From an optimization exercise on the open Yosys and OpenROAD flow, aimed at small area, a short achievable clock period and few clock cycles per item; shortcuts taken in it are not production practice. The RTL was checked by simulation tests, not by an equivalence proof against the original design.

## flow/design.v

```verilog
module Milestone_1 (
		input logic clock,
		input logic resetn,
		input logic start,
		output logic done,
		input logic  [15:0] SRAM_read_data,
		output logic [15:0] SRAM_write_data,
		output logic SRAM_we_n,
		output logic [17:0] SRAM_address
);
localparam S_PEND = 2'd0, S_LO = 2'd1, S_HI = 2'd2, S_DUP = 2'd3;
localparam W_BR = 2'd0, W_GB = 2'd1, W_RG = 2'd2;
typedef struct packed {
	logic       shift;
	logic [1:0] src;
	logic       pend_ld, rdq_ld, yw_ld, qy_hi, qy_lo, evenld, qyt_ld, qu_f, qv_f, b0_ld;
	logic [1:0] wsel;
	logic       wr, rd_y, rd_u, rd_v, fin;
} ctl_t;
function automatic ctl_t decode(input logic [4:0] f, input logic [6:0] kk, input logic last);
	ctl_t d;
	logic k79, k78;
	k79 = (kk == 7'd79);
	k78 = (kk == 7'd78);
	d = '0;
	if (!k79) begin
		case (f)
			5'd1: begin d.shift = 1'b1; d.src = S_PEND; end
			5'd2: begin d.shift = 1'b1; d.src = S_LO; end
			5'd6, 5'd7: begin d.shift = 1'b1; d.src = k78 ? S_DUP : S_HI; end
			default: d.src = S_DUP;
		endcase
	end else begin
		case (f)
			5'd1, 5'd2, 5'd5, 5'd6, 5'd9, 5'd10, 5'd11, 5'd12: begin d.shift = 1'b1; d.src = S_DUP; end
			5'd7, 5'd8, 5'd15, 5'd16: begin d.shift = 1'b1; d.src = S_HI; end
			5'd13: begin d.shift = 1'b1; d.src = S_PEND; end
			5'd14: begin d.shift = 1'b1; d.src = S_LO; end
			default: d.src = S_DUP;
		endcase
	end
	d.pend_ld = (f == 5'd6) || (k79 && (f == 5'd7 || f == 5'd15));
	d.rdq_ld  = (f == 5'd2) || (f == 5'd6) || (k79 && (f == 5'd7 || f == 5'd14 || f == 5'd15));
	d.yw_ld   = (f == 5'd1) || (f == 5'd7) || (k79 && f == 5'd16);
	d.qy_hi   = (f == 5'd4) || (!k79 && f == 5'd9) || (k79 && f == 5'd18);
	d.qy_lo   = (f == 5'd0) || (f == 5'd5);
	d.evenld  = (f == 5'd0) || (f == 5'd5);
	d.qyt_ld  = (f == 5'd0) || (f == 5'd1) || (f == 5'd5) || (f == 5'd6);
	d.qu_f    = k79 ? (f == 5'd2 || f == 5'd6) : (f == 5'd2 || f == 5'd7);
	d.qv_f    = k79 ? (f == 5'd3 || f == 5'd7) : (f == 5'd3 || f == 5'd8);
	d.b0_ld   = (f == 5'd2) || (f == 5'd7);
	d.wsel    = (f == 5'd2 || f == 5'd7) ? W_RG : (f == 5'd1 || f == 5'd6 || f == 5'd10) ? W_GB : W_BR;
	d.wr      = (f == 5'd0 || f == 5'd1 || f == 5'd2 || f == 5'd5 || f == 5'd6 || f == 5'd7) ||
	            (k79 && last && (f == 5'd9 || f == 5'd10));
	d.rd_y    = k79 ? (f == 5'd13 || f == 5'd17) : (f == 5'd4 || f == 5'd8);
	d.rd_u    = k79 ? (f == 5'd3 || f == 5'd11 || f == 5'd18) : (f == 5'd9 && kk <= 7'd76);
	d.rd_v    = k79 ? (f == 5'd4 || f == 5'd12) : (f == 5'd3 && kk <= 7'd77);
	d.fin     = k79 && last && (f == 5'd10);
	decode = d;
endfunction
logic        run, pro;
logic [4:0]  fc;
logic [6:0]  k;
logic [15:0] ya, ucnt;
logic [16:0] wa;
ctl_t        q;
logic [7:0]  c [0:9];
logic [15:0] rd_q, yw;
logic [7:0]  pend;
logic [8:0]  fa, fbn, fcn;
logic [16:0] fq;
logic [8:0]  qu, qv;
logic [7:0]  qy8;
logic [24:0] qyt;
logic [11:0] rs, rc, gs, gc, bs, bc;
logic        rl, gl, bl;
logic        nu, nv;
logic [7:0]  b0;
wire k79     = (k == 7'd79);
wire lastrow = (ya == 16'd38400);
wire end_frame = k79 ? (fc == 5'd18) : (fc == 5'd9);
logic [4:0] nfc;
logic [6:0] nk;
always_comb begin
	if (!run) begin
		nfc = 5'd4;
		nk  = 7'd79;
	end else if (end_frame) begin
		nfc = 5'd0;
		nk  = k79 ? 7'd0 : k + 7'd1;
	end else begin
		nfc = fc + 5'd1;
		nk  = k;
	end
end
logic [7:0] nsmp;
always_comb begin
	case (q.src)
		S_PEND: nsmp = pend;
		S_LO:   nsmp = rd_q[7:0];
		S_HI:   nsmp = rd_q[15:8];
		default: nsmp = c[8];
	endcase
end
logic [7:0] cn [0:9];
always_comb begin
	for (int i = 0; i < 9; i++) cn[i] = q.shift ? c[i+1] : c[i];
	cn[9] = q.shift ? nsmp : c[9];
end
wire [16:0] fq_w;
m_fq u_fq (.b(fbn), .c(fcn), .o(fq_w));
always_ff @(posedge clock) begin
	q <= decode(nfc, nk, lastrow && run);
	for (int i = 0; i < 10; i++) c[i] <= cn[i];
	fbn <= {1'b0, ~cn[2]} + {1'b0, ~cn[8]};
	fcn <= {1'b0, cn[4]} + {1'b0, cn[6]};
	fa  <= {1'b0, c[0]} + {1'b0, nsmp};
	fq  <= fq_w;
	if (q.pend_ld) pend <= rd_q[7:0];
	if (q.rdq_ld) rd_q <= SRAM_read_data;
	if (q.yw_ld) yw <= SRAM_read_data;
end
wire [16:0] ft;
m_f2 u_f2 (.a(fa), .q(fq), .o(ft));
wire [8:0] fz = ft[16:8];
wire [24:0] ytv;
m_yt u_yt (.y(qy8), .o(ytv));
always_ff @(posedge clock) begin
	if (q.qy_hi) qy8 <= yw[15:8];
	else if (q.qy_lo) qy8 <= yw[7:0];
	if (q.evenld) begin
		qu <= {1'b0, c[4]} + 9'd104;
		qv <= {1'b0, c[5]} + 9'd104;
	end else begin
		if (q.qu_f) qu <= fz;
		if (q.qv_f) qv <= fz;
	end
	if (q.qyt_ld) qyt <= ytv;
end
wire [11:0] rs_w, rc_w, gs_w, gc_w, bs_w, bc_w;
wire        rl_w, gl_w, bl_w;
m_r u_r (.yt(qyt), .zv(qv), .hs(rs_w), .hc(rc_w), .cl(rl_w));
m_g u_g (.yt(qyt), .zu(qu), .zv(qv), .hs(gs_w), .hc(gc_w), .cl(gl_w));
m_b u_b (.yt(qyt), .zu(qu), .hs(bs_w), .hc(bc_w), .cl(bl_w));
always_ff @(posedge clock) begin
	rs <= rs_w; rc <= rc_w; rl <= rl_w;
	gs <= gs_w; gc <= gc_w; gl <= gl_w;
	bs <= bs_w; bc <= bc_w; bl <= bl_w;
	nu <= (qu < 9'd104);
	nv <= (qv < 9'd104);
end
function automatic [7:0] clip(input [11:0] s, input [11:0] cc, input ci, input neg);
	logic [12:0] tt;
	logic [11:0] t;
	tt = {s, 1'b1} + {cc, ci};
	t = tt[12:1];
	clip = (neg | t[11]) ? 8'd0 : ((|t[10:8]) ? 8'd255 : t[7:0]);
endfunction
wire [7:0] r8 = clip(rs, rc, rl, nv);
wire [7:0] g8 = clip(gs, gc, gl, nu | nv);
wire [7:0] b8 = clip(bs, bc, bl, nu);
wire do_wr = q.wr && !pro;
logic [15:0] wdat;
always_comb begin
	case (q.wsel)
		W_RG: wdat = {r8, g8};
		W_GB: wdat = {g8, b8};
		default: wdat = {b0, r8};
	endcase
end
always_ff @(posedge clock) begin
	SRAM_write_data <= wdat;
	if (q.b0_ld) b0 <= b8;
	fc <= nfc;
	k  <= nk;
	if (!run) begin
		if (start) begin
			pro  <= 1'b1;
			ya   <= 16'd0;
			ucnt <= 16'd38400;
			wa   <= 17'd15872;
			SRAM_address <= 18'd38400;
		end
	end else begin
		if (k == 7'd0 && fc == 5'd1) pro <= 1'b0;
		if (do_wr) begin
			SRAM_address <= {1'b1, wa};
			wa <= wa + 17'd1;
		end else if (q.rd_y) begin
			SRAM_address <= {2'b0, ya};
			ya <= ya + 16'd1;
		end else if (q.rd_v) begin
			SRAM_address <= {1'b0, ucnt + 17'd19200};
			ucnt <= ucnt + 16'd1;
		end else begin
			SRAM_address <= {2'b0, ucnt};
		end
	end
end
always_ff @(posedge clock or negedge resetn) begin
	if (!resetn) begin
		run <= 1'b0;
		done <= 1'b0;
		SRAM_we_n <= 1'b1;
	end else begin
		done <= 1'b0;
		SRAM_we_n <= 1'b1;
		if (!run) begin
			if (start) run <= 1'b1;
		end else begin
			if (do_wr) SRAM_we_n <= 1'b0;
			if (q.fin) begin
				done <= 1'b1;
				run <= 1'b0;
			end
		end
	end
end
endmodule
module m_yt(input logic [7:0] y, output logic [24:0] o);
  wire t1 = y[7] ^ y[5]; wire t2 = y[7] & y[5];
  wire t3 = y[6] ^ y[4]; wire t4 = y[6] & y[4];
  wire t5 = y[7] ^ y[5]; wire t6 = y[7] & y[5];
  wire t7 = y[4] ^ y[2]; wire t8 = y[4] & y[2];
  wire t9 = y[5] ^ y[3] ^ y[1]; wire t10 = (y[5] & y[3]) | (y[5] & y[1]) | (y[3] & y[1]);
  wire t11 = y[6] ^ y[4] ^ y[2]; wire t12 = (y[6] & y[4]) | (y[6] & y[2]) | (y[4] & y[2]);
  wire t13 = y[3] ^ y[0] ^ 1'b1; wire t14 = (y[3] & y[0]) | (y[3] & 1'b1) | (y[0] & 1'b1);
  wire t15 = y[1] ^ 1'b1 ^ t2; wire t16 = (y[1] & 1'b1) | (y[1] & t2) | (1'b1 & t2);
  wire t17 = y[2] ^ 1'b1 ^ t4; wire t18 = (y[2] & 1'b1) | (y[2] & t4) | (1'b1 & t4);
  wire t19 = y[6] ^ y[3] ^ 1'b1; wire t20 = (y[6] & y[3]) | (y[6] & 1'b1) | (y[3] & 1'b1);
  wire t21 = y[7] ^ y[4]; wire t22 = y[7] & y[4];
  wire t23 = y[2] ^ y[0]; wire t24 = y[2] & y[0];
  wire t25 = y[3] ^ y[1] ^ 1'b1; wire t26 = (y[3] & y[1]) | (y[3] & 1'b1) | (y[1] & 1'b1);
  wire t27 = y[0] ^ 1'b1 ^ t7; wire t28 = (y[0] & 1'b1) | (y[0] & t7) | (1'b1 & t7);
  wire t29 = 1'b1 ^ t8 ^ t9; wire t30 = (1'b1 & t8) | (1'b1 & t9) | (t8 & t9);
  wire t31 = 1'b1 ^ t10 ^ t11; wire t32 = (1'b1 & t10) | (1'b1 & t11) | (t10 & t11);
  wire t33 = t1 ^ t12 ^ t13; wire t34 = (t1 & t12) | (t1 & t13) | (t12 & t13);
  wire t35 = t3 ^ t14 ^ t15; wire t36 = (t3 & t14) | (t3 & t15) | (t14 & t15);
  wire t37 = t5 ^ t16 ^ t17; wire t38 = (t5 & t16) | (t5 & t17) | (t16 & t17);
  wire t39 = t6 ^ t18 ^ t19; wire t40 = (t6 & t18) | (t6 & t19) | (t18 & t19);
  wire t41 = 1'b1 ^ t20 ^ t21; wire t42 = (1'b1 & t20) | (1'b1 & t21) | (t20 & t21);
  wire t43 = y[5] ^ 1'b1 ^ t22; wire t44 = (y[5] & 1'b1) | (y[5] & t22) | (1'b1 & t22);
  wire t45 = y[6] ^ 1'b1; wire t46 = y[6] & 1'b1;
  wire t47 = y[7] ^ 1'b1; wire t48 = y[7] & 1'b1;
  wire [24:0] ra = {1'b1, t46, t44, t42, t40, t38, t36, t34, t32, t30, t28, t26, t24, 1'b1, y[1], ~y[7], ~y[6], ~y[5], ~y[4], ~y[3], ~y[2], ~y[1], ~y[0], 1'b0, 1'b0};
  wire [24:0] rb = {t48, t47, t45, t43, t41, t39, t37, t35, t33, t31, t29, t27, t25, t23, 1'b1, y[0], 1'b0, 1'b0, 1'b0, 1'b0, 1'b0, 1'b0, 1'b1, 1'b0, 1'b0};
  assign o = ra + rb;
endmodule
module m_fq(input logic [8:0] b, input logic [8:0] c, output logic [16:0] o);
  wire t1 = b[5] ^ ~b[3]; wire t2 = b[5] & ~b[3];
  wire t3 = b[6] ^ ~b[4]; wire t4 = b[6] & ~b[4];
  wire t5 = b[7] ^ ~b[5]; wire t6 = b[7] & ~b[5];
  wire t7 = b[8] ^ ~b[6]; wire t8 = b[8] & ~b[6];
  wire t9 = b[3] ^ ~b[1]; wire t10 = b[3] & ~b[1];
  wire t11 = b[4] ^ ~b[2] ^ b[0]; wire t12 = (b[4] & ~b[2]) | (b[4] & b[0]) | (~b[2] & b[0]);
  wire t13 = ~c[6] ^ c[1]; wire t14 = ~c[6] & c[1];
  wire t15 = b[1] ^ ~c[7] ^ c[2]; wire t16 = (b[1] & ~c[7]) | (b[1] & c[2]) | (~c[7] & c[2]);
  wire t17 = c[0] ^ 1'b1 ^ t1; wire t18 = (c[0] & 1'b1) | (c[0] & t1) | (1'b1 & t1);
  wire t19 = b[2] ^ ~c[8] ^ c[3]; wire t20 = (b[2] & ~c[8]) | (b[2] & c[3]) | (~c[8] & c[3]);
  wire t21 = c[1] ^ t2 ^ t3; wire t22 = (c[1] & t2) | (c[1] & t3) | (t2 & t3);
  wire t23 = b[3] ^ c[4] ^ c[2]; wire t24 = (b[3] & c[4]) | (b[3] & c[2]) | (c[4] & c[2]);
  wire t25 = 1'b1 ^ t4 ^ t5; wire t26 = (1'b1 & t4) | (1'b1 & t5) | (t4 & t5);
  wire t27 = b[4] ^ c[5] ^ c[3]; wire t28 = (b[4] & c[5]) | (b[4] & c[3]) | (c[5] & c[3]);
  wire t29 = 1'b1 ^ t6 ^ t7; wire t30 = (1'b1 & t6) | (1'b1 & t7) | (t6 & t7);
  wire t31 = ~b[7] ^ b[5] ^ c[6]; wire t32 = (~b[7] & b[5]) | (~b[7] & c[6]) | (b[5] & c[6]);
  wire t33 = c[4] ^ 1'b1 ^ t8; wire t34 = (c[4] & 1'b1) | (c[4] & t8) | (1'b1 & t8);
  wire t35 = ~b[8] ^ b[6] ^ c[7]; wire t36 = (~b[8] & b[6]) | (~b[8] & c[7]) | (b[6] & c[7]);
  wire t37 = c[5] ^ 1'b1; wire t38 = c[5] & 1'b1;
  wire t39 = b[7] ^ c[8]; wire t40 = b[7] & c[8];
  wire t41 = b[2] ^ ~b[0]; wire t42 = b[2] & ~b[0];
  wire t43 = ~c[5] ^ c[0] ^ 1'b1; wire t44 = (~c[5] & c[0]) | (~c[5] & 1'b1) | (c[0] & 1'b1);
  wire t45 = 1'b1 ^ t10 ^ t11; wire t46 = (1'b1 & t10) | (1'b1 & t11) | (t10 & t11);
  wire t47 = t12 ^ t14 ^ t15; wire t48 = (t12 & t14) | (t12 & t15) | (t14 & t15);
  wire t49 = t16 ^ t18 ^ t19; wire t50 = (t16 & t18) | (t16 & t19) | (t18 & t19);
  wire t51 = t20 ^ t22 ^ t23; wire t52 = (t20 & t22) | (t20 & t23) | (t22 & t23);
  wire t53 = t24 ^ t26 ^ t27; wire t54 = (t24 & t26) | (t24 & t27) | (t26 & t27);
  wire t55 = t28 ^ t30 ^ t31; wire t56 = (t28 & t30) | (t28 & t31) | (t30 & t31);
  wire t57 = t32 ^ t34 ^ t35; wire t58 = (t32 & t34) | (t32 & t35) | (t34 & t35);
  wire t59 = c[6] ^ t36 ^ t38; wire t60 = (c[6] & t36) | (c[6] & t38) | (t36 & t38);
  wire t61 = b[8] ^ c[7] ^ 1'b1; wire t62 = (b[8] & c[7]) | (b[8] & 1'b1) | (c[7] & 1'b1);
  wire t63 = b[1] ^ ~c[3]; wire t64 = b[1] & ~c[3];
  wire t65 = ~c[4] ^ 1'b1 ^ t41; wire t66 = (~c[4] & 1'b1) | (~c[4] & t41) | (1'b1 & t41);
  wire t67 = t9 ^ t42 ^ t43; wire t68 = (t9 & t42) | (t9 & t43) | (t42 & t43);
  wire t69 = t13 ^ t44 ^ t45; wire t70 = (t13 & t44) | (t13 & t45) | (t44 & t45);
  wire t71 = t17 ^ t46 ^ t47; wire t72 = (t17 & t46) | (t17 & t47) | (t46 & t47);
  wire t73 = t21 ^ t48 ^ t49; wire t74 = (t21 & t48) | (t21 & t49) | (t48 & t49);
  wire t75 = t25 ^ t50 ^ t51; wire t76 = (t25 & t50) | (t25 & t51) | (t50 & t51);
  wire t77 = t29 ^ t52 ^ t53; wire t78 = (t29 & t52) | (t29 & t53) | (t52 & t53);
  wire t79 = t33 ^ t54 ^ t55; wire t80 = (t33 & t54) | (t33 & t55) | (t54 & t55);
  wire t81 = t37 ^ t56 ^ t57; wire t82 = (t37 & t56) | (t37 & t57) | (t56 & t57);
  wire t83 = t39 ^ t58 ^ t59; wire t84 = (t39 & t58) | (t39 & t59) | (t58 & t59);
  wire t85 = t40 ^ t60 ^ t61; wire t86 = (t40 & t60) | (t40 & t61) | (t60 & t61);
  wire t87 = c[8] ^ 1'b1 ^ t62; wire t88 = (c[8] & 1'b1) | (c[8] & t62) | (1'b1 & t62);
  wire [16:0] ra = {1'b1, t86, t84, t82, t80, t78, t76, t74, t72, t70, t68, t66, t64, 1'b1, b[0], ~c[1], ~c[0]};
  wire [16:0] rb = {t88, t87, t85, t83, t81, t79, t77, t75, t73, t71, t69, t67, t65, t63, ~c[2], 1'b0, 1'b1};
  assign o = ra + rb;
endmodule
module m_f2(input logic [8:0] a, input logic [16:0] q, output logic [16:0] o);
  wire t1 = a[4] ^ a[2]; wire t2 = a[4] & a[2];
  wire t3 = a[5] ^ a[3] ^ a[1]; wire t4 = (a[5] & a[3]) | (a[5] & a[1]) | (a[3] & a[1]);
  wire t5 = a[6] ^ a[4] ^ a[2]; wire t6 = (a[6] & a[4]) | (a[6] & a[2]) | (a[4] & a[2]);
  wire t7 = a[7] ^ a[5] ^ a[3]; wire t8 = (a[7] & a[5]) | (a[7] & a[3]) | (a[5] & a[3]);
  wire t9 = a[8] ^ a[6] ^ a[4]; wire t10 = (a[8] & a[6]) | (a[8] & a[4]) | (a[6] & a[4]);
  wire t11 = a[7] ^ a[5]; wire t12 = a[7] & a[5];
  wire t13 = a[8] ^ a[6]; wire t14 = a[8] & a[6];
  wire t15 = a[2] ^ a[0]; wire t16 = a[2] & a[0];
  wire t17 = a[3] ^ a[1] ^ q[3]; wire t18 = (a[3] & a[1]) | (a[3] & q[3]) | (a[1] & q[3]);
  wire t19 = a[0] ^ q[4] ^ t1; wire t20 = (a[0] & q[4]) | (a[0] & t1) | (q[4] & t1);
  wire t21 = q[5] ^ t2 ^ t3; wire t22 = (q[5] & t2) | (q[5] & t3) | (t2 & t3);
  wire t23 = q[6] ^ t4 ^ t5; wire t24 = (q[6] & t4) | (q[6] & t5) | (t4 & t5);
  wire t25 = q[7] ^ t6 ^ t7; wire t26 = (q[7] & t6) | (q[7] & t7) | (t6 & t7);
  wire t27 = q[8] ^ t8 ^ t9; wire t28 = (q[8] & t8) | (q[8] & t9) | (t8 & t9);
  wire t29 = q[9] ^ t10 ^ t11; wire t30 = (q[9] & t10) | (q[9] & t11) | (t10 & t11);
  wire t31 = q[10] ^ t12 ^ t13; wire t32 = (q[10] & t12) | (q[10] & t13) | (t12 & t13);
  wire t33 = a[7] ^ q[11] ^ t14; wire t34 = (a[7] & q[11]) | (a[7] & t14) | (q[11] & t14);
  wire t35 = a[8] ^ q[12]; wire t36 = a[8] & q[12];
  wire [16:0] ra = {q[16], q[15], q[14], q[13], t34, t32, t30, t28, t26, t24, t22, t20, t18, t16, q[2], a[1], a[0]};
  wire [16:0] rb = {1'b0, 1'b0, 1'b0, t36, t35, t33, t31, t29, t27, t25, t23, t21, t19, t17, t15, q[1], q[0]};
  assign o = ra + rb;
endmodule
module m_r(input logic [24:0] yt, input logic [8:0] zv, output logic [11:0] hs, output logic [11:0] hc, output logic cl);
  wire t1 = yt[7] ^ ~zv[7]; wire t2 = yt[7] & ~zv[7];
  wire t3 = yt[8] ^ ~zv[8] ^ zv[6]; wire t4 = (yt[8] & ~zv[8]) | (yt[8] & zv[6]) | (~zv[8] & zv[6]);
  wire t5 = zv[4] ^ zv[1]; wire t6 = zv[4] & zv[1];
  wire t7 = yt[9] ^ zv[7] ^ zv[5]; wire t8 = (yt[9] & zv[7]) | (yt[9] & zv[5]) | (zv[7] & zv[5]);
  wire t9 = yt[10] ^ zv[8]; wire t10 = yt[10] & zv[8];
  wire t11 = yt[11] ^ zv[7]; wire t12 = yt[11] & zv[7];
  wire t13 = yt[12] ^ zv[8]; wire t14 = yt[12] & zv[8];
  wire t15 = yt[13] ^ zv[6] ^ ~zv[2]; wire t16 = (yt[13] & zv[6]) | (yt[13] & ~zv[2]) | (zv[6] & ~zv[2]);
  wire t17 = yt[14] ^ zv[7]; wire t18 = yt[14] & zv[7];
  wire t19 = yt[15] ^ zv[8] ^ ~zv[4]; wire t20 = (yt[15] & zv[8]) | (yt[15] & ~zv[4]) | (zv[8] & ~zv[4]);
  wire t21 = zv[2] ^ ~zv[0]; wire t22 = zv[2] & ~zv[0];
  wire t23 = yt[16] ^ ~zv[5] ^ zv[3]; wire t24 = (yt[16] & ~zv[5]) | (yt[16] & zv[3]) | (~zv[5] & zv[3]);
  wire t25 = ~zv[1] ^ 1'b1; wire t26 = ~zv[1] & 1'b1;
  wire t27 = yt[17] ^ ~zv[6] ^ zv[4]; wire t28 = (yt[17] & ~zv[6]) | (yt[17] & zv[4]) | (~zv[6] & zv[4]);
  wire t29 = ~zv[2] ^ zv[0] ^ 1'b1; wire t30 = (~zv[2] & zv[0]) | (~zv[2] & 1'b1) | (zv[0] & 1'b1);
  wire t31 = yt[18] ^ ~zv[7] ^ zv[5]; wire t32 = (yt[18] & ~zv[7]) | (yt[18] & zv[5]) | (~zv[7] & zv[5]);
  wire t33 = ~zv[3] ^ zv[1]; wire t34 = ~zv[3] & zv[1];
  wire t35 = yt[19] ^ ~zv[8] ^ zv[6]; wire t36 = (yt[19] & ~zv[8]) | (yt[19] & zv[6]) | (~zv[8] & zv[6]);
  wire t37 = ~zv[4] ^ zv[2] ^ 1'b1; wire t38 = (~zv[4] & zv[2]) | (~zv[4] & 1'b1) | (zv[2] & 1'b1);
  wire t39 = yt[20] ^ zv[7] ^ ~zv[5]; wire t40 = (yt[20] & zv[7]) | (yt[20] & ~zv[5]) | (zv[7] & ~zv[5]);
  wire t41 = yt[21] ^ zv[8] ^ ~zv[6]; wire t42 = (yt[21] & zv[8]) | (yt[21] & ~zv[6]) | (zv[8] & ~zv[6]);
  wire t43 = yt[22] ^ ~zv[7]; wire t44 = yt[22] & ~zv[7];
  wire t45 = yt[3] ^ ~zv[3]; wire t46 = yt[3] & ~zv[3];
  wire t47 = yt[4] ^ ~zv[4] ^ zv[2]; wire t48 = (yt[4] & ~zv[4]) | (yt[4] & zv[2]) | (~zv[4] & zv[2]);
  wire t49 = yt[5] ^ ~zv[5] ^ zv[3]; wire t50 = (yt[5] & ~zv[5]) | (yt[5] & zv[3]) | (~zv[5] & zv[3]);
  wire t51 = yt[6] ^ ~zv[6] ^ zv[4]; wire t52 = (yt[6] & ~zv[6]) | (yt[6] & zv[4]) | (~zv[6] & zv[4]);
  wire t53 = zv[5] ^ zv[3] ^ zv[0]; wire t54 = (zv[5] & zv[3]) | (zv[5] & zv[0]) | (zv[3] & zv[0]);
  wire t55 = 1'b1 ^ t2 ^ t3; wire t56 = (1'b1 & t2) | (1'b1 & t3) | (t2 & t3);
  wire t57 = zv[2] ^ t4 ^ t6; wire t58 = (zv[2] & t4) | (zv[2] & t6) | (t4 & t6);
  wire t59 = zv[6] ^ zv[3] ^ t8; wire t60 = (zv[6] & zv[3]) | (zv[6] & t8) | (zv[3] & t8);
  wire t61 = zv[4] ^ ~zv[0] ^ t10; wire t62 = (zv[4] & ~zv[0]) | (zv[4] & t10) | (~zv[0] & t10);
  wire t63 = zv[5] ^ ~zv[1] ^ t12; wire t64 = (zv[5] & ~zv[1]) | (zv[5] & t12) | (~zv[1] & t12);
  wire t65 = zv[0] ^ 1'b1 ^ t14; wire t66 = (zv[0] & 1'b1) | (zv[0] & t14) | (1'b1 & t14);
  wire t67 = ~zv[3] ^ zv[1] ^ t16; wire t68 = (~zv[3] & zv[1]) | (~zv[3] & t16) | (zv[1] & t16);
  wire t69 = 1'b1 ^ t18 ^ t19; wire t70 = (1'b1 & t18) | (1'b1 & t19) | (t18 & t19);
  wire t71 = t20 ^ t22 ^ t23; wire t72 = (t20 & t22) | (t20 & t23) | (t22 & t23);
  wire t73 = t24 ^ t26 ^ t27; wire t74 = (t24 & t26) | (t24 & t27) | (t26 & t27);
  wire t75 = t28 ^ t30 ^ t31; wire t76 = (t28 & t30) | (t28 & t31) | (t30 & t31);
  wire t77 = t32 ^ t34 ^ t35; wire t78 = (t32 & t34) | (t32 & t35) | (t34 & t35);
  wire t79 = zv[3] ^ t36 ^ t38; wire t80 = (zv[3] & t36) | (zv[3] & t38) | (t36 & t38);
  wire t81 = zv[4] ^ 1'b1 ^ t40; wire t82 = (zv[4] & 1'b1) | (zv[4] & t40) | (1'b1 & t40);
  wire t83 = zv[5] ^ 1'b1 ^ t42; wire t84 = (zv[5] & 1'b1) | (zv[5] & t42) | (1'b1 & t42);
  wire t85 = yt[23] ^ ~zv[8] ^ zv[6]; wire t86 = (yt[23] & ~zv[8]) | (yt[23] & zv[6]) | (~zv[8] & zv[6]);
  wire t87 = yt[24] ^ zv[7]; wire t88 = yt[24] & zv[7];
  wire t89 = yt[0] ^ ~zv[0]; wire t90 = yt[0] & ~zv[0];
  wire t91 = yt[1] ^ ~zv[1]; wire t92 = yt[1] & ~zv[1];
  wire t93 = yt[2] ^ ~zv[2] ^ zv[0]; wire t94 = (yt[2] & ~zv[2]) | (yt[2] & zv[0]) | (~zv[2] & zv[0]);
  wire t95 = zv[1] ^ 1'b1 ^ t45; wire t96 = (zv[1] & 1'b1) | (zv[1] & t45) | (1'b1 & t45);
  wire t97 = zv[0] ^ t46 ^ t47; wire t98 = (zv[0] & t46) | (zv[0] & t47) | (t46 & t47);
  wire t99 = zv[1] ^ t48 ^ t49; wire t100 = (zv[1] & t48) | (zv[1] & t49) | (t48 & t49);
  wire t101 = zv[2] ^ t50 ^ t51; wire t102 = (zv[2] & t50) | (zv[2] & t51) | (t50 & t51);
  wire t103 = t1 ^ t52 ^ t53; wire t104 = (t1 & t52) | (t1 & t53) | (t52 & t53);
  wire t105 = t5 ^ t54 ^ t55; wire t106 = (t5 & t54) | (t5 & t55) | (t54 & t55);
  wire t107 = t7 ^ t56 ^ t57; wire t108 = (t7 & t56) | (t7 & t57) | (t56 & t57);
  wire t109 = t9 ^ t58 ^ t59; wire t110 = (t9 & t58) | (t9 & t59) | (t58 & t59);
  wire t111 = t11 ^ t60 ^ t61; wire t112 = (t11 & t60) | (t11 & t61) | (t60 & t61);
  wire t113 = t13 ^ t62 ^ t63; wire t114 = (t13 & t62) | (t13 & t63) | (t62 & t63);
  wire t115 = t15 ^ t64 ^ t65; wire t116 = (t15 & t64) | (t15 & t65) | (t64 & t65);
  wire t117 = t17 ^ t66 ^ t67; wire t118 = (t17 & t66) | (t17 & t67) | (t66 & t67);
  wire t119 = t21 ^ t68 ^ t69; wire t120 = (t21 & t68) | (t21 & t69) | (t68 & t69);
  wire t121 = t25 ^ t70 ^ t71; wire t122 = (t25 & t70) | (t25 & t71) | (t70 & t71);
  wire t123 = t29 ^ t72 ^ t73; wire t124 = (t29 & t72) | (t29 & t73) | (t72 & t73);
  wire t125 = t33 ^ t74 ^ t75; wire t126 = (t33 & t74) | (t33 & t75) | (t74 & t75);
  wire t127 = t37 ^ t76 ^ t77; wire t128 = (t37 & t76) | (t37 & t77) | (t76 & t77);
  wire t129 = t39 ^ t78 ^ t79; wire t130 = (t39 & t78) | (t39 & t79) | (t78 & t79);
  wire t131 = t41 ^ t80 ^ t81; wire t132 = (t41 & t80) | (t41 & t81) | (t80 & t81);
  wire t133 = t43 ^ t82 ^ t83; wire t134 = (t43 & t82) | (t43 & t83) | (t82 & t83);
  wire t135 = t44 ^ t84 ^ t85; wire t136 = (t44 & t84) | (t44 & t85) | (t84 & t85);
  wire t137 = 1'b1 ^ t86 ^ t87; wire t138 = (1'b1 & t86) | (1'b1 & t87) | (t86 & t87);
  wire t139 = zv[8] ^ t88; wire t140 = zv[8] & t88;
  wire [27:0] ra = {1'b1, 1'b1, t138, t136, t134, t132, t130, t128, t126, t124, t122, t120, t118, t116, t114, t112, t110, t108, t106, t104, t102, t100, t98, t96, t94, t92, t90, 1'b1};
  wire [27:0] rb = {1'b0, t140, t139, t137, t135, t133, t131, t129, t127, t125, t123, t121, t119, t117, t115, t113, t111, t109, t107, t105, t103, t101, t99, t97, t95, t93, t91, t89};
  wire [16:0] lsum = {1'b0, ra[15:0]} + {1'b0, rb[15:0]};
  assign cl = lsum[16];
  assign hs = ra[27:16];
  assign hc = rb[27:16];
endmodule
module m_g(input logic [24:0] yt, input logic [8:0] zu, input logic [8:0] zv, output logic [11:0] hs, output logic [11:0] hc, output logic cl);
  wire t1 = yt[15] ^ ~zu[5]; wire t2 = yt[15] & ~zu[5];
  wire t3 = yt[16] ^ ~zu[6] ^ zu[3]; wire t4 = (yt[16] & ~zu[6]) | (yt[16] & zu[3]) | (~zu[6] & zu[3]);
  wire t5 = ~zu[1] ^ ~zv[4]; wire t6 = ~zu[1] & ~zv[4];
  wire t7 = yt[17] ^ ~zu[7] ^ zu[4]; wire t8 = (yt[17] & ~zu[7]) | (yt[17] & zu[4]) | (~zu[7] & zu[4]);
  wire t9 = ~zu[2] ^ ~zv[5]; wire t10 = ~zu[2] & ~zv[5];
  wire t11 = yt[18] ^ ~zu[8] ^ zu[5]; wire t12 = (yt[18] & ~zu[8]) | (yt[18] & zu[5]) | (~zu[8] & zu[5]);
  wire t13 = ~zu[3] ^ ~zv[6] ^ zv[4]; wire t14 = (~zu[3] & ~zv[6]) | (~zu[3] & zv[4]) | (~zv[6] & zv[4]);
  wire t15 = yt[19] ^ zu[6] ^ ~zu[4]; wire t16 = (yt[19] & zu[6]) | (yt[19] & ~zu[4]) | (zu[6] & ~zu[4]);
  wire t17 = ~zv[7] ^ zv[5]; wire t18 = ~zv[7] & zv[5];
  wire t19 = yt[20] ^ zu[7] ^ ~zu[5]; wire t20 = (yt[20] & zu[7]) | (yt[20] & ~zu[5]) | (zu[7] & ~zu[5]);
  wire t21 = ~zv[8] ^ zv[6]; wire t22 = ~zv[8] & zv[6];
  wire t23 = yt[21] ^ zu[8]; wire t24 = yt[21] & zu[8];
  wire t25 = yt[5] ^ zu[2] ^ ~zu[0]; wire t26 = (yt[5] & zu[2]) | (yt[5] & ~zu[0]) | (zu[2] & ~zu[0]);
  wire t27 = yt[6] ^ zu[3] ^ ~zu[1]; wire t28 = (yt[6] & zu[3]) | (yt[6] & ~zu[1]) | (zu[3] & ~zu[1]);
  wire t29 = yt[7] ^ zu[4] ^ ~zu[2]; wire t30 = (yt[7] & zu[4]) | (yt[7] & ~zu[2]) | (zu[4] & ~zu[2]);
  wire t31 = yt[8] ^ zu[5] ^ ~zu[3]; wire t32 = (yt[8] & zu[5]) | (yt[8] & ~zu[3]) | (zu[5] & ~zu[3]);
  wire t33 = yt[9] ^ zu[6] ^ ~zu[4]; wire t34 = (yt[9] & zu[6]) | (yt[9] & ~zu[4]) | (zu[6] & ~zu[4]);
  wire t35 = yt[10] ^ zu[7] ^ ~zu[5]; wire t36 = (yt[10] & zu[7]) | (yt[10] & ~zu[5]) | (zu[7] & ~zu[5]);
  wire t37 = ~zu[0] ^ ~zv[5]; wire t38 = ~zu[0] & ~zv[5];
  wire t39 = yt[11] ^ zu[8] ^ ~zu[6]; wire t40 = (yt[11] & zu[8]) | (yt[11] & ~zu[6]) | (zu[8] & ~zu[6]);
  wire t41 = ~zu[1] ^ ~zv[6]; wire t42 = ~zu[1] & ~zv[6];
  wire t43 = yt[12] ^ ~zu[7] ^ ~zu[2]; wire t44 = (yt[12] & ~zu[7]) | (yt[12] & ~zu[2]) | (~zu[7] & ~zu[2]);
  wire t45 = ~zv[7] ^ ~zv[0]; wire t46 = ~zv[7] & ~zv[0];
  wire t47 = yt[13] ^ ~zu[8] ^ ~zu[3]; wire t48 = (yt[13] & ~zu[8]) | (yt[13] & ~zu[3]) | (~zu[8] & ~zu[3]);
  wire t49 = zu[0] ^ ~zv[8] ^ ~zv[1]; wire t50 = (zu[0] & ~zv[8]) | (zu[0] & ~zv[1]) | (~zv[8] & ~zv[1]);
  wire t51 = yt[14] ^ ~zu[4] ^ zu[1]; wire t52 = (yt[14] & ~zu[4]) | (yt[14] & zu[1]) | (~zu[4] & zu[1]);
  wire t53 = ~zv[2] ^ zv[0] ^ 1'b1; wire t54 = (~zv[2] & zv[0]) | (~zv[2] & 1'b1) | (zv[0] & 1'b1);
  wire t55 = zu[2] ^ ~zu[0] ^ ~zv[3]; wire t56 = (zu[2] & ~zu[0]) | (zu[2] & ~zv[3]) | (~zu[0] & ~zv[3]);
  wire t57 = zv[1] ^ 1'b1 ^ t1; wire t58 = (zv[1] & 1'b1) | (zv[1] & t1) | (1'b1 & t1);
  wire t59 = zv[2] ^ ~zv[0] ^ 1'b1; wire t60 = (zv[2] & ~zv[0]) | (zv[2] & 1'b1) | (~zv[0] & 1'b1);
  wire t61 = t2 ^ t3 ^ t5; wire t62 = (t2 & t3) | (t2 & t5) | (t3 & t5);
  wire t63 = zv[3] ^ ~zv[1] ^ t4; wire t64 = (zv[3] & ~zv[1]) | (zv[3] & t4) | (~zv[1] & t4);
  wire t65 = t6 ^ t7 ^ t9; wire t66 = (t6 & t7) | (t6 & t9) | (t7 & t9);
  wire t67 = ~zv[2] ^ 1'b1 ^ t8; wire t68 = (~zv[2] & 1'b1) | (~zv[2] & t8) | (1'b1 & t8);
  wire t69 = t10 ^ t11 ^ t13; wire t70 = (t10 & t11) | (t10 & t13) | (t11 & t13);
  wire t71 = ~zv[3] ^ 1'b1 ^ t12; wire t72 = (~zv[3] & 1'b1) | (~zv[3] & t12) | (1'b1 & t12);
  wire t73 = t14 ^ t15 ^ t17; wire t74 = (t14 & t15) | (t14 & t17) | (t15 & t17);
  wire t75 = ~zv[4] ^ 1'b1 ^ t16; wire t76 = (~zv[4] & 1'b1) | (~zv[4] & t16) | (1'b1 & t16);
  wire t77 = t18 ^ t19 ^ t21; wire t78 = (t18 & t19) | (t18 & t21) | (t19 & t21);
  wire t79 = ~zu[6] ^ zv[7] ^ ~zv[5]; wire t80 = (~zu[6] & zv[7]) | (~zu[6] & ~zv[5]) | (zv[7] & ~zv[5]);
  wire t81 = t20 ^ t22 ^ t23; wire t82 = (t20 & t22) | (t20 & t23) | (t22 & t23);
  wire t83 = yt[22] ^ ~zu[7] ^ zv[8]; wire t84 = (yt[22] & ~zu[7]) | (yt[22] & zv[8]) | (~zu[7] & zv[8]);
  wire t85 = ~zv[6] ^ 1'b1 ^ t24; wire t86 = (~zv[6] & 1'b1) | (~zv[6] & t24) | (1'b1 & t24);
  wire t87 = yt[23] ^ ~zu[8] ^ ~zv[7]; wire t88 = (yt[23] & ~zu[8]) | (yt[23] & ~zv[7]) | (~zu[8] & ~zv[7]);
  wire t89 = yt[3] ^ zu[0]; wire t90 = yt[3] & zu[0];
  wire t91 = yt[4] ^ zu[1]; wire t92 = yt[4] & zu[1];
  wire t93 = ~zv[5] ^ ~zv[0] ^ 1'b1; wire t94 = (~zv[5] & ~zv[0]) | (~zv[5] & 1'b1) | (~zv[0] & 1'b1);
  wire t95 = ~zv[6] ^ ~zv[1] ^ t26; wire t96 = (~zv[6] & ~zv[1]) | (~zv[6] & t26) | (~zv[1] & t26);
  wire t97 = ~zv[7] ^ ~zv[2] ^ t28; wire t98 = (~zv[7] & ~zv[2]) | (~zv[7] & t28) | (~zv[2] & t28);
  wire t99 = ~zv[8] ^ ~zv[3] ^ t30; wire t100 = (~zv[8] & ~zv[3]) | (~zv[8] & t30) | (~zv[3] & t30);
  wire t101 = ~zv[4] ^ 1'b1 ^ t32; wire t102 = (~zv[4] & 1'b1) | (~zv[4] & t32) | (1'b1 & t32);
  wire t103 = 1'b1 ^ t34 ^ t35; wire t104 = (1'b1 & t34) | (1'b1 & t35) | (t34 & t35);
  wire t105 = t36 ^ t38 ^ t39; wire t106 = (t36 & t38) | (t36 & t39) | (t38 & t39);
  wire t107 = t40 ^ t42 ^ t43; wire t108 = (t40 & t42) | (t40 & t43) | (t42 & t43);
  wire t109 = t44 ^ t46 ^ t47; wire t110 = (t44 & t46) | (t44 & t47) | (t46 & t47);
  wire t111 = t48 ^ t50 ^ t51; wire t112 = (t48 & t50) | (t48 & t51) | (t50 & t51);
  wire t113 = t52 ^ t54 ^ t55; wire t114 = (t52 & t54) | (t52 & t55) | (t54 & t55);
  wire t115 = t56 ^ t58 ^ t59; wire t116 = (t56 & t58) | (t56 & t59) | (t58 & t59);
  wire t117 = t60 ^ t62 ^ t63; wire t118 = (t60 & t62) | (t60 & t63) | (t62 & t63);
  wire t119 = t64 ^ t66 ^ t67; wire t120 = (t64 & t66) | (t64 & t67) | (t66 & t67);
  wire t121 = t68 ^ t70 ^ t71; wire t122 = (t68 & t70) | (t68 & t71) | (t70 & t71);
  wire t123 = t72 ^ t74 ^ t75; wire t124 = (t72 & t74) | (t72 & t75) | (t74 & t75);
  wire t125 = t76 ^ t78 ^ t79; wire t126 = (t76 & t78) | (t76 & t79) | (t78 & t79);
  wire t127 = t80 ^ t82 ^ t83; wire t128 = (t80 & t82) | (t80 & t83) | (t82 & t83);
  wire t129 = 1'b1 ^ t84 ^ t86; wire t130 = (1'b1 & t84) | (1'b1 & t86) | (t84 & t86);
  wire t131 = yt[24] ^ ~zv[8] ^ 1'b1; wire t132 = (yt[24] & ~zv[8]) | (yt[24] & 1'b1) | (~zv[8] & 1'b1);
  wire t133 = yt[0] ^ ~zv[0]; wire t134 = yt[0] & ~zv[0];
  wire t135 = yt[1] ^ ~zv[1]; wire t136 = yt[1] & ~zv[1];
  wire t137 = yt[2] ^ ~zv[2]; wire t138 = yt[2] & ~zv[2];
  wire t139 = ~zv[3] ^ 1'b1 ^ t89; wire t140 = (~zv[3] & 1'b1) | (~zv[3] & t89) | (1'b1 & t89);
  wire t141 = ~zv[4] ^ t90 ^ t91; wire t142 = (~zv[4] & t90) | (~zv[4] & t91) | (t90 & t91);
  wire t143 = t25 ^ t92 ^ t93; wire t144 = (t25 & t92) | (t25 & t93) | (t92 & t93);
  wire t145 = t27 ^ t94 ^ t95; wire t146 = (t27 & t94) | (t27 & t95) | (t94 & t95);
  wire t147 = t29 ^ t96 ^ t97; wire t148 = (t29 & t96) | (t29 & t97) | (t96 & t97);
  wire t149 = t31 ^ t98 ^ t99; wire t150 = (t31 & t98) | (t31 & t99) | (t98 & t99);
  wire t151 = t33 ^ t100 ^ t101; wire t152 = (t33 & t100) | (t33 & t101) | (t100 & t101);
  wire t153 = t37 ^ t102 ^ t103; wire t154 = (t37 & t102) | (t37 & t103) | (t102 & t103);
  wire t155 = t41 ^ t104 ^ t105; wire t156 = (t41 & t104) | (t41 & t105) | (t104 & t105);
  wire t157 = t45 ^ t106 ^ t107; wire t158 = (t45 & t106) | (t45 & t107) | (t106 & t107);
  wire t159 = t49 ^ t108 ^ t109; wire t160 = (t49 & t108) | (t49 & t109) | (t108 & t109);
  wire t161 = t53 ^ t110 ^ t111; wire t162 = (t53 & t110) | (t53 & t111) | (t110 & t111);
  wire t163 = t57 ^ t112 ^ t113; wire t164 = (t57 & t112) | (t57 & t113) | (t112 & t113);
  wire t165 = t61 ^ t114 ^ t115; wire t166 = (t61 & t114) | (t61 & t115) | (t114 & t115);
  wire t167 = t65 ^ t116 ^ t117; wire t168 = (t65 & t116) | (t65 & t117) | (t116 & t117);
  wire t169 = t69 ^ t118 ^ t119; wire t170 = (t69 & t118) | (t69 & t119) | (t118 & t119);
  wire t171 = t73 ^ t120 ^ t121; wire t172 = (t73 & t120) | (t73 & t121) | (t120 & t121);
  wire t173 = t77 ^ t122 ^ t123; wire t174 = (t77 & t122) | (t77 & t123) | (t122 & t123);
  wire t175 = t81 ^ t124 ^ t125; wire t176 = (t81 & t124) | (t81 & t125) | (t124 & t125);
  wire t177 = t85 ^ t126 ^ t127; wire t178 = (t85 & t126) | (t85 & t127) | (t126 & t127);
  wire t179 = t87 ^ t128 ^ t129; wire t180 = (t87 & t128) | (t87 & t129) | (t128 & t129);
  wire t181 = t88 ^ t130 ^ t131; wire t182 = (t88 & t130) | (t88 & t131) | (t130 & t131);
  wire [27:0] ra = {1'b1, 1'b1, t132, t180, t178, t176, t174, t172, t170, t168, t166, t164, t162, t160, t158, t156, t154, t152, t150, t148, t146, t144, t142, t140, t138, t136, t134, 1'b1};
  wire [27:0] rb = {1'b0, 1'b0, t182, t181, t179, t177, t175, t173, t171, t169, t167, t165, t163, t161, t159, t157, t155, t153, t151, t149, t147, t145, t143, t141, t139, t137, t135, t133};
  wire [16:0] lsum = {1'b0, ra[15:0]} + {1'b0, rb[15:0]};
  assign cl = lsum[16];
  assign hs = ra[27:16];
  assign hc = rb[27:16];
endmodule
module m_b(input logic [24:0] yt, input logic [8:0] zu, output logic [11:0] hs, output logic [11:0] hc, output logic cl);
  wire t1 = yt[6] ^ ~zu[6]; wire t2 = yt[6] & ~zu[6];
  wire t3 = yt[7] ^ ~zu[7] ^ ~zu[5]; wire t4 = (yt[7] & ~zu[7]) | (yt[7] & ~zu[5]) | (~zu[7] & ~zu[5]);
  wire t5 = zu[2] ^ zu[0]; wire t6 = zu[2] & zu[0];
  wire t7 = yt[8] ^ ~zu[8] ^ ~zu[6]; wire t8 = (yt[8] & ~zu[8]) | (yt[8] & ~zu[6]) | (~zu[8] & ~zu[6]);
  wire t9 = zu[3] ^ zu[1] ^ 1'b1; wire t10 = (zu[3] & zu[1]) | (zu[3] & 1'b1) | (zu[1] & 1'b1);
  wire t11 = yt[9] ^ ~zu[7] ^ zu[4]; wire t12 = (yt[9] & ~zu[7]) | (yt[9] & zu[4]) | (~zu[7] & zu[4]);
  wire t13 = yt[10] ^ ~zu[8] ^ zu[5]; wire t14 = (yt[10] & ~zu[8]) | (yt[10] & zu[5]) | (~zu[8] & zu[5]);
  wire t15 = yt[11] ^ zu[6] ^ zu[4]; wire t16 = (yt[11] & zu[6]) | (yt[11] & zu[4]) | (zu[6] & zu[4]);
  wire t17 = yt[12] ^ zu[7]; wire t18 = yt[12] & zu[7];
  wire t19 = yt[13] ^ zu[8] ^ zu[6]; wire t20 = (yt[13] & zu[8]) | (yt[13] & zu[6]) | (zu[8] & zu[6]);
  wire t21 = yt[2] ^ ~zu[2]; wire t22 = yt[2] & ~zu[2];
  wire t23 = yt[3] ^ ~zu[3] ^ ~zu[1]; wire t24 = (yt[3] & ~zu[3]) | (yt[3] & ~zu[1]) | (~zu[3] & ~zu[1]);
  wire t25 = yt[4] ^ ~zu[4]; wire t26 = yt[4] & ~zu[4];
  wire t27 = yt[5] ^ ~zu[5] ^ ~zu[3]; wire t28 = (yt[5] & ~zu[5]) | (yt[5] & ~zu[3]) | (~zu[5] & ~zu[3]);
  wire t29 = ~zu[4] ^ zu[1] ^ 1'b1; wire t30 = (~zu[4] & zu[1]) | (~zu[4] & 1'b1) | (zu[1] & 1'b1);
  wire t31 = 1'b1 ^ t2 ^ t3; wire t32 = (1'b1 & t2) | (1'b1 & t3) | (t2 & t3);
  wire t33 = t4 ^ t6 ^ t7; wire t34 = (t4 & t6) | (t4 & t7) | (t6 & t7);
  wire t35 = zu[2] ^ t8 ^ t10; wire t36 = (zu[2] & t8) | (zu[2] & t10) | (t8 & t10);
  wire t37 = zu[3] ^ zu[0] ^ t12; wire t38 = (zu[3] & zu[0]) | (zu[3] & t12) | (zu[0] & t12);
  wire t39 = zu[1] ^ 1'b1 ^ t14; wire t40 = (zu[1] & 1'b1) | (zu[1] & t14) | (1'b1 & t14);
  wire t41 = zu[5] ^ zu[2] ^ t16; wire t42 = (zu[5] & zu[2]) | (zu[5] & t16) | (zu[2] & t16);
  wire t43 = zu[3] ^ 1'b1 ^ t18; wire t44 = (zu[3] & 1'b1) | (zu[3] & t18) | (1'b1 & t18);
  wire t45 = yt[14] ^ zu[7] ^ zu[4]; wire t46 = (yt[14] & zu[7]) | (yt[14] & zu[4]) | (zu[7] & zu[4]);
  wire t47 = yt[15] ^ zu[8]; wire t48 = yt[15] & zu[8];
  wire t49 = yt[16] ^ zu[6]; wire t50 = yt[16] & zu[6];
  wire t51 = yt[17] ^ zu[7]; wire t52 = yt[17] & zu[7];
  wire t53 = yt[18] ^ zu[8]; wire t54 = yt[18] & zu[8];
  wire t55 = yt[19] ^ zu[2]; wire t56 = yt[19] & zu[2];
  wire t57 = yt[20] ^ zu[3]; wire t58 = yt[20] & zu[3];
  wire t59 = yt[0] ^ ~zu[0]; wire t60 = yt[0] & ~zu[0];
  wire t61 = yt[1] ^ ~zu[1]; wire t62 = yt[1] & ~zu[1];
  wire t63 = ~zu[0] ^ 1'b1 ^ t21; wire t64 = (~zu[0] & 1'b1) | (~zu[0] & t21) | (1'b1 & t21);
  wire t65 = 1'b1 ^ t22 ^ t23; wire t66 = (1'b1 & t22) | (1'b1 & t23) | (t22 & t23);
  wire t67 = ~zu[2] ^ t24 ^ t25; wire t68 = (~zu[2] & t24) | (~zu[2] & t25) | (t24 & t25);
  wire t69 = zu[0] ^ t26 ^ t27; wire t70 = (zu[0] & t26) | (zu[0] & t27) | (t26 & t27);
  wire t71 = t1 ^ t28 ^ t29; wire t72 = (t1 & t28) | (t1 & t29) | (t28 & t29);
  wire t73 = t5 ^ t30 ^ t31; wire t74 = (t5 & t30) | (t5 & t31) | (t30 & t31);
  wire t75 = t9 ^ t32 ^ t33; wire t76 = (t9 & t32) | (t9 & t33) | (t32 & t33);
  wire t77 = t11 ^ t34 ^ t35; wire t78 = (t11 & t34) | (t11 & t35) | (t34 & t35);
  wire t79 = t13 ^ t36 ^ t37; wire t80 = (t13 & t36) | (t13 & t37) | (t36 & t37);
  wire t81 = t15 ^ t38 ^ t39; wire t82 = (t15 & t38) | (t15 & t39) | (t38 & t39);
  wire t83 = t17 ^ t40 ^ t41; wire t84 = (t17 & t40) | (t17 & t41) | (t40 & t41);
  wire t85 = t19 ^ t42 ^ t43; wire t86 = (t19 & t42) | (t19 & t43) | (t42 & t43);
  wire t87 = t20 ^ t44 ^ t45; wire t88 = (t20 & t44) | (t20 & t45) | (t44 & t45);
  wire t89 = zu[5] ^ t46 ^ t47; wire t90 = (zu[5] & t46) | (zu[5] & t47) | (t46 & t47);
  wire t91 = 1'b1 ^ t48 ^ t49; wire t92 = (1'b1 & t48) | (1'b1 & t49) | (t48 & t49);
  wire t93 = zu[0] ^ t50 ^ t51; wire t94 = (zu[0] & t50) | (zu[0] & t51) | (t50 & t51);
  wire t95 = zu[1] ^ t52 ^ t53; wire t96 = (zu[1] & t52) | (zu[1] & t53) | (t52 & t53);
  wire t97 = 1'b1 ^ t54 ^ t55; wire t98 = (1'b1 & t54) | (1'b1 & t55) | (t54 & t55);
  wire t99 = 1'b1 ^ t56 ^ t57; wire t100 = (1'b1 & t56) | (1'b1 & t57) | (t56 & t57);
  wire t101 = yt[21] ^ zu[4] ^ t58; wire t102 = (yt[21] & zu[4]) | (yt[21] & t58) | (zu[4] & t58);
  wire t103 = yt[22] ^ zu[5]; wire t104 = yt[22] & zu[5];
  wire t105 = yt[23] ^ zu[6]; wire t106 = yt[23] & zu[6];
  wire t107 = yt[24] ^ zu[7]; wire t108 = yt[24] & zu[7];
  wire t109 = zu[8] ^ 1'b1; wire t110 = zu[8] & 1'b1;
  wire [27:0] ra = {1'b1, 1'b1, t108, t106, t104, t102, t100, t98, t96, t94, t92, t90, t88, t86, t84, t82, t80, t78, t76, t74, t72, t70, t68, t66, t64, t62, t60, 1'b1};
  wire [27:0] rb = {1'b0, t110, t109, t107, t105, t103, t101, t99, t97, t95, t93, t91, t89, t87, t85, t83, t81, t79, t77, t75, t73, t71, t69, t67, t65, t63, t61, t59};
  wire [16:0] lsum = {1'b0, ra[15:0]} + {1'b0, rb[15:0]};
  assign cl = lsum[16];
  assign hs = ra[27:16];
  assign hc = rb[27:16];
endmodule
```

## flow/flow/run.sh

```bash
#!/bin/bash
# Standard ORFS layout, with timing repair aiming below the clock period
# (setup repair margin 7.5 ns on the 11 ns clock).
set -e
export SETUP_SLACK_MARGIN=7.5
bash standard.sh > standard.log 2>&1
```

## flow/standard.sh

```bash
#!/bin/bash
# synth_recipe.tcl (not shown) runs the flow's synth.tcl, then flattens the netlist and writes it again
# the make line also repeats each setting of config.mk as NAME=value (left out here)
make -C /OpenROAD-flow-scripts/flow DESIGN_CONFIG=/design/flow/config.mk WORK_HOME=/design/flow/orfs CLKGATE_MAP_FILE= SYNTH_SCRIPT=/design/flow/synth_recipe.tcl "${@:-finish}"
```

## flow/config.mk

```make
export PLATFORM = sky130hd
export DESIGN_NAME = Milestone_1
export DESIGN_NICKNAME = Milestone_1
export VERILOG_FILES = /design/flow/design.v
export SDC_FILE = /design/flow/constraint.sdc
export NUM_CORES = 4
export LEC_CHECK = 0
export CAP_MARGIN = 20
export CORE_MARGIN = 2
export CORE_UTILIZATION = 30
export SLEW_MARGIN = 20
```

## flow/constraint.sdc

```tcl
create_clock -name core_clock -period 11.0 [get_ports {clock}]
set_input_delay 2.2000 -clock core_clock [delete_from_list [all_inputs] [get_ports {clock}]]
set_output_delay 2.2000 -clock core_clock [all_outputs]
set_load 0.01 [all_outputs]
```

==> results of run 1 <==
cells in the final DEF, fill, tap and decap left out, drive strengths merged, types with 82 or more instances in the layout:
master and count:
nand2 102, nor2 108, o21ai 105, inv 481, edfxtp 213, xnor2 82
a21oi 91, dfxtp 189, ha 265, fa 188
path summary, 6_finish.rpt:
path                         start         to  slack, ns  cells past startpoint
max                          fa[3]      qv[8]       7.50                     13
min                        c[1][4]    c[0][4]       0.42                      0
max reg2reg                  fa[3]      qv[8]       7.50                     13
min reg2reg                c[1][4]    c[0][4]       0.42                      0
max in group asynchronous   resetn  SRAM_we_n       8.99                      1
min in group asynchronous   resetn       done       1.80                      1
logic make-up after synthesis:
logic type	Yosys count	synth area share (%)
multiplexers	62	2.914
AND/OR/NAND/NOR	451	8.801
AO/OA/AOI/OAI	360	8.947
adder cells (fa/ha/maj)	453	27.53
buffers and inverters	529	7.779
flip-flops	405	39.88
XOR/XNOR	122	4.155
worst register-to-register path, stage by stage (launching register included):
cell and delay, ns:
dfxtp_2 0.33, inv_2 0.05, fa_1 0.48, fa_1 0.49, inv_1 0.07, ha_4 0.28, nand4_1 0.10, a21oi_2 0.14
o211ai_1 0.14, a31oi_2 0.30, o211ai_1 0.25, a21oi_2 0.23, mux2i_1 0.27, o21ai_1 0.11
state kept, by name, summed over array words and instances, names as in the netlist, 10 cells and up:
signal	count
yw	16
fq	17
bs	10
rc	11
rd_q	16
ucnt	16
SRAM_write_data	16
qyt	23
gs	10
gc	10
SRAM_address	18
q	18
ya	16
wa	17
bc	11
rs	10
c	80
cell type report:
class	instances	area share (%)
Clock buffer	61	4.182
Clock inverter	20	0.9387
Inverter	482	6.140
Multi-Input combinational cell	1448	46.35
Sequential cell	405	34.71
Tap cell	1144	4.837
Timing Repair Buffer	98	2.842
routing by layer:
layer / part of all wire [%] / GRT usage [%]
met1: 48 / 17.82
met2: 45 / 20.32
met3: 4.4 / 2.063
met4: 2.3 / 3.287
met5: 0.016 / 0
stage by stage:
step	worst slack [ns]	instance area, sq um	hold slack [ns]	instances
floorplan	7.532	25720	0.3511	2382
global placement	7.133	27570	0.3979	3541
detailed placement	7.113	27570	0.4065	3541
CTS	7.468	29200	0.4208	3631
global route	7.284	29590	0.4228	3658
finish	7.501	29590	0.4181	3658
repair_timing:
item,in CTS,in global routing
endpoints found under the setup margin,50,31
gates cloned,0,0
gates resized for setup,64,52
pin swaps,8,17
buffers inserted,9,27
cells in the mapped netlist, types with 31 or more instances:
| library cell | n | area share [%] |
|---|---|---|
| ha_1 | 265 | 13 |
| nand3_1 | 55 | 1.1 |
| nor2_1 | 108 | 1.6 |
| nand2_1 | 101 | 1.5 |
| xor2_1 | 40 | 1.4 |
| xnor2_1 | 82 | 2.8 |
| dfxtp_1 | 189 | 15 |
| clkbuf_1 | 37 | 0.54 |
| fa_1 | 188 | 15 |
| edfxtp_1 | 213 | 25 |
| a21oi_1 | 91 | 1.8 |
| mux2i_1 | 31 | 1.2 |
| o21ai_0 | 95 | 1.8 |
| inv_1 | 478 | 7.0 |
==> run_results.csv, run 1 <==
group,metric,value,unit
run_status,status,"finished clean",
logic_synthesis,yosysUniqueCellTypes,80,
logic_synthesis,async_reset_ff_share,0.7407,%
floorplanning,coreArea,85010,sq um
cells_and_area,area_delta_synth_final,15.05,%
cells_and_area,fillers,8440,
sta,max_freq,285.8,MHz
place,dp_hpwl,42830,um
cells_and_area,nNetsFinal,2951,
setup_path,criticalPathCategory,"register to register",
sta,rsz0062_at_grt,"yes",
cts,htree_levels,2,
setup_path,critical-path-top-delay-family,"adder cells",
place,gp_congestion,0.8358,
detailed_routing,finalWirelength,55630,um
logic_synthesis,synth_edf_count,213,
detailed_routing,via_per_inst,4.504,
sta,skew,0.02704,ns
logic_synthesis,syn_area,25720,sq um
sta,setup_violations,0,
cells_and_area,seqCellArea,10270,sq um
logic_synthesis,ys_ff_latch,405,
cts,clock_latency,0.59,ns
setup_path,required,11.31,ns
sta,hold_violations,0,
setup_path,critPathLaunchType,"register",
job,max-cap-violations,0,
setup_path,crit_chain,"inv_2 -> fa_1 -> fa_1 -> inv_1 -> ha_4 -> nand4_1 -> a21oi_2 -> o211ai_1 -> a31oi_2 -> o211ai_1 -> a21oi_2 -> mux2i_1 -> o21ai_1",
floorplanning,start_util,30.25,%
detailed_routing,drc,0,
global_route,grt_max_degree,49,
cells_and_area,post_route_cells_drive_above_1_share,8.671,%
floorplanning,dieArea,88090,sq um
setup_path,endpoint_kind,"register",
floorplanning,row_count,107,
logic_synthesis,synth_nets,2854,
setup_path,critical_path_buf_inv_count,2,
global_route,grt-ovfl-total,0,
floorplanning,die_h,296.8,um
cts,cts_made_buffers,44,
setup_path,critPathSlowestCell,"fa_1",
cts,root_buffer,"clkbuf_16",
logic_synthesis,ys.warnings.count,3,
cts,ctsHoldBuffers,0,
cells_and_area,final_util,34.81,%
cells_and_area,antennaDiodeCount,0,
detailed_routing,wire_per_inst,15.21,um
cts,cts_tree,"yes",
logic_synthesis,seq_area_frac_synth,39.88,%
logic_synthesis,synthCells,2382,
detailed_routing,antenna_left,0,
global_route,grt_pass1_wl,90110,um
setup_path,crit_arrival,3.81,ns
cts,clk_pin_slew,0.06,ns
sta,fin_crit_sh,31.81,%
cts,cts_buffer_depth,3,
sta,worst-slew-pin-transition,1.057,ns
cts,cts.sinks,405,
sta,tns,0,ns
detailed_routing,num_vias,16480,
sta,fin_crit,3.499,ns
detailed_routing,first_iter_violations,851,
floorplanning,chipWidth,296.8,um
setup_path,path_max_fanout,4,
global_route,grt_util_all_layers,12.70,%
global_route,grt_pass1_vias,16650,
logic_synthesis,synthFlopType,"edfxtp_1",
place,portBuffers,54,
setup_path,max_stage_delay,0.49,ns
sta,slew-limit-headroom,29.44,%
sta,drv_slew,0,
logic_synthesis,syn_avg_cell_area,10.80,sq um
floorplanning,pin_count,55,
cells_and_area,multi_input_area,13710,sq um
min_path,holdCritPathClass,"register to register",
global_route,antenna_found_initial,1,
detailed_routing,dr.pass1.iters,5,
Testbench counts, summed over its fixed seeds: cycles 1,553,344, images 8.
==> inputs of run 2 (changes only) <==
==> flow/run.sh (new file) <==
#!/bin/bash
# synth_recipe.tcl (not shown) runs the flow's synth.tcl, then flattens the netlist and writes it again
# the make line also repeats each setting of config.mk as NAME=value (left out here)
make -C /OpenROAD-flow-scripts/flow DESIGN_CONFIG=/design/flow/config.mk WORK_HOME=/design/flow/orfs CLKGATE_MAP_FILE= SYNTH_SCRIPT=/design/flow/synth_recipe.tcl finish
removed: flow/flow/run.sh
removed: flow/standard.sh
==> run_results.csv, run 2 <==
group,metric,value,unit
run_status,status,"finished clean",
logic_synthesis,yosysUniqueCellTypes,80,
sta,fin_crit,3.843,ns
logic_synthesis,synthFlopType,"edfxtp_1",
detailed_routing,wl_met3,2073,um
place,dp_hpwl,42650,um
logic_synthesis,synthCells,2382,
detailed_routing,top_layer_used,"met4",
global_route,grt_pass1_wl,88660,um
place,portBuffers,54,
detailed_routing,antenna_left,0,
cells_and_area,reg_top3,"c: 80 flops, qyt: 23 flops",
sta,skew,0.04380,ns
detailed_routing,dr.pass1.iters,4,
detailed_routing,via_per_inst,4.489,
sta,drv_slew,0,
cts,cts.sinks,405,
sta,max_freq,260.2,MHz
global_route,grt_pass1_vias,16520,
logic_synthesis,syn_area,25720,sq um
logic_synthesis,ys.warnings.count,3,
min_path,hp-start,"fcn[0]",
logic_synthesis,async_reset_ff_share,0.7407,%
place,gp_congestion,0.8330,
cts,post_cts_resized,0,
cells_and_area,area_delta_synth_final,13.29,%
sta,slew-limit-headroom,28.31,%
job,max-cap-violations,0,
setup_path,path_max_fanout,1,
logic_synthesis,synth_nets,2854,
detailed_routing,first_iter_violations,875,
cells_and_area,largest_reg_flops,80,
cts,post_cts_buffers,0,
setup_path,max_stage_delay,0.52,ns
logic_synthesis,syn_avg_cell_area,10.80,sq um
global_route,grt_max_degree,55,
cts,cts_made_buffers,45,
global_route,antenna_found_initial,1,
cts,htree_levels,2,
setup_path,critPathLaunchType,"register",
setup_path,cp-startpoint,"SRAM_we_n",
setup_path,required,8.80,ns
logic_synthesis,yosys.area.top_type,"edfxtp_1",
sta,fin_crit_sh,34.93,%
setup_path,critical-path-top-delay-family,"buffers and inverters",
setup_path,endpoint_kind,"output port",
floorplanning,die_h,296.8,um
floorplanning,chipWidth,296.8,um
cts,cts_buffer_depth,3,
global_route,grt_util_all_layers,12.52,%
logic_synthesis,synth_area_leaders,"edfxtp_1 25%, dfxtp_1 15%, fa_1 15%",
cells_and_area,nNetsFinal,2917,
setup_path,critPathSlowestCell,"clkdlybuf4s50_1",
floorplanning,start_util,30.25,%
cells_and_area,final_common_cell,"inv_1",
cts,ctsHoldBuffers,0,
logic_synthesis,yosysMostFrequentCell,"inv_1",
cts,clock_latency,0.61,ns
detailed_routing,drc,0,
sta,tns,0,ns
min_path,holdCritPathClass,"register to register",
global_route,grt-ovfl-total,0,
detailed_routing,wire_per_inst,15.09,um
logic_synthesis,synthTopCellsByCount,"478 x inv_1, 265 x ha_1, 213 x edfxtp_1",
detailed_routing,wl_met2,24640,um
floorplanning,row_count,107,
cts,root_buffer,"clkbuf_16",
floorplanning,coreArea,85010,sq um
sta,hold_violations,0,
logic_synthesis,ys_ff_latch,405,
cells_and_area,fillers,8475,
cells_and_area,final_cell_mix,"478 x inv_1, 265 x ha_1, 213 x edfxtp_1, 188 x dfxtp_1, 188 x fa_1",
detailed_routing,num_vias,16280,
setup_path,crit_chain,"clkdlybuf4s50_1",
setup_path,crit_arrival,1.64,ns
sta,worst-slew-pin-transition,1.074,ns
cells_and_area,top_register,"c",
sta,setup_violations,0,
logic_synthesis,seq_area_frac_synth,39.88,%
cts,cts_tree,"yes",
cells_and_area,post_route_cells_drive_above_1_share,5.520,%
setup_path,critical_path_buf_inv_count,1,
sta,rsz0062_at_grt,"no",
logic_synthesis,synth_edf_count,213,
detailed_routing,drt-met1-wl,27090,um
logic_synthesis,synth_top_area_share,24.87,%
setup_path,criticalPathCategory,"register to output port",
floorplanning,dieArea,88090,sq um
floorplanning,pin_count,55,
detailed_routing,finalWirelength,54750,um
cells_and_area,design_area,29140,sq um
cts,clk_pin_slew,0.06,ns
setup_path,r2r_start,"fa[1]",
place,dpl_cell_area,27580,sq um
[run 2: kinds of logic (layout without fill, tap and decap cells)]
logic type      Yosys count  count (layout)  synth area share, %
simple gates            451             451                8.801
flops                   405             405                39.88
other cells               0               1                    0
compound gates          360             360                8.947
mux                      62              62                2.914
xor+xnor                122             122                4.155
buf+inv                 529             629                7.779
fa+ha+maj               453             453                27.53
[run 2: worst paths after layout]
check / end / slack, ns / depth (start not counted)
hold reg to reg: fq[0] / 0.40 / 0
setup reg to reg: qv[7] / 7.18 / 13
setup / recovery: SRAM_we_n / 7.16 / 1
max in group asynchronous: SRAM_we_n / 9.02 / 1
hold / removal: fq[0] / 0.40 / 0
min in group asynchronous: done / 1.76 / 1
[run 2: area by class of cell]
cell class                 count  area (sq um)  area share (%)
multi-input combinational   1448         13470           46.23
clock buffer                  64          1309           4.492
inverter                     482          1809           6.209
antenna                        1         2.502        0.008588
tap                         1144          1431           4.913
clock inverter                20         247.7          0.8503
sequential                   405         10260           35.21
timing repair buffer          63         608.1           2.087
[run 2: stage by stage]
stage	hold slack (ns)	utilization [%]	std cells	worst slack (ns)
after floorplan	0.3511	-	2382	7.163
after global placement	0.3971	32.44	3542	7.122
after detailed placement	0.4065	32.44	3542	7.090
after CTS	0.4131	34.27	3626	7.119
after global routing	0.4175	34.27	3626	6.866
final	0.4018	34.27	3627	7.157
[run 2: metal layers]
layer	vias up	track usage, %
met3	60	1.916
li1	8103	-
met5	-	0
met1	7860	17.69
met4	0	2.985
met2	260	20.06

[port drivers added, routing unchanged]
Ports are ideal in the flow. The routed layouts listed here were re-timed in OpenROAD. Step 1 sets driving cells, clkbuf_16 on the clock port and buf_2 on the other inputs (assumed; they add their load-dependent delay and slew). Step 2 times the ports against the registers' clock, not the clock port: input delays grow and output delays shrink by t, the midpoint of the rising clock arrivals with the driver on. a / b / c = ideal / step 1 / step 2; a / b = the first two.
run	t, ns	setup WS [ns]	clock arrival spread, ns	pins driven straight from the clock port
run 1	0.638	7.501 / 7.484 / 7.119	0.028 / 0.028	1
run 2	0.648	7.157 / 7.099 / 7.129	0.046 / 0.046	1
After both steps setup and hold are still met in every run listed. The setup slack of run 1, which loses most, moves by -0.017 ns with the drivers and by -0.382 ns with both steps.
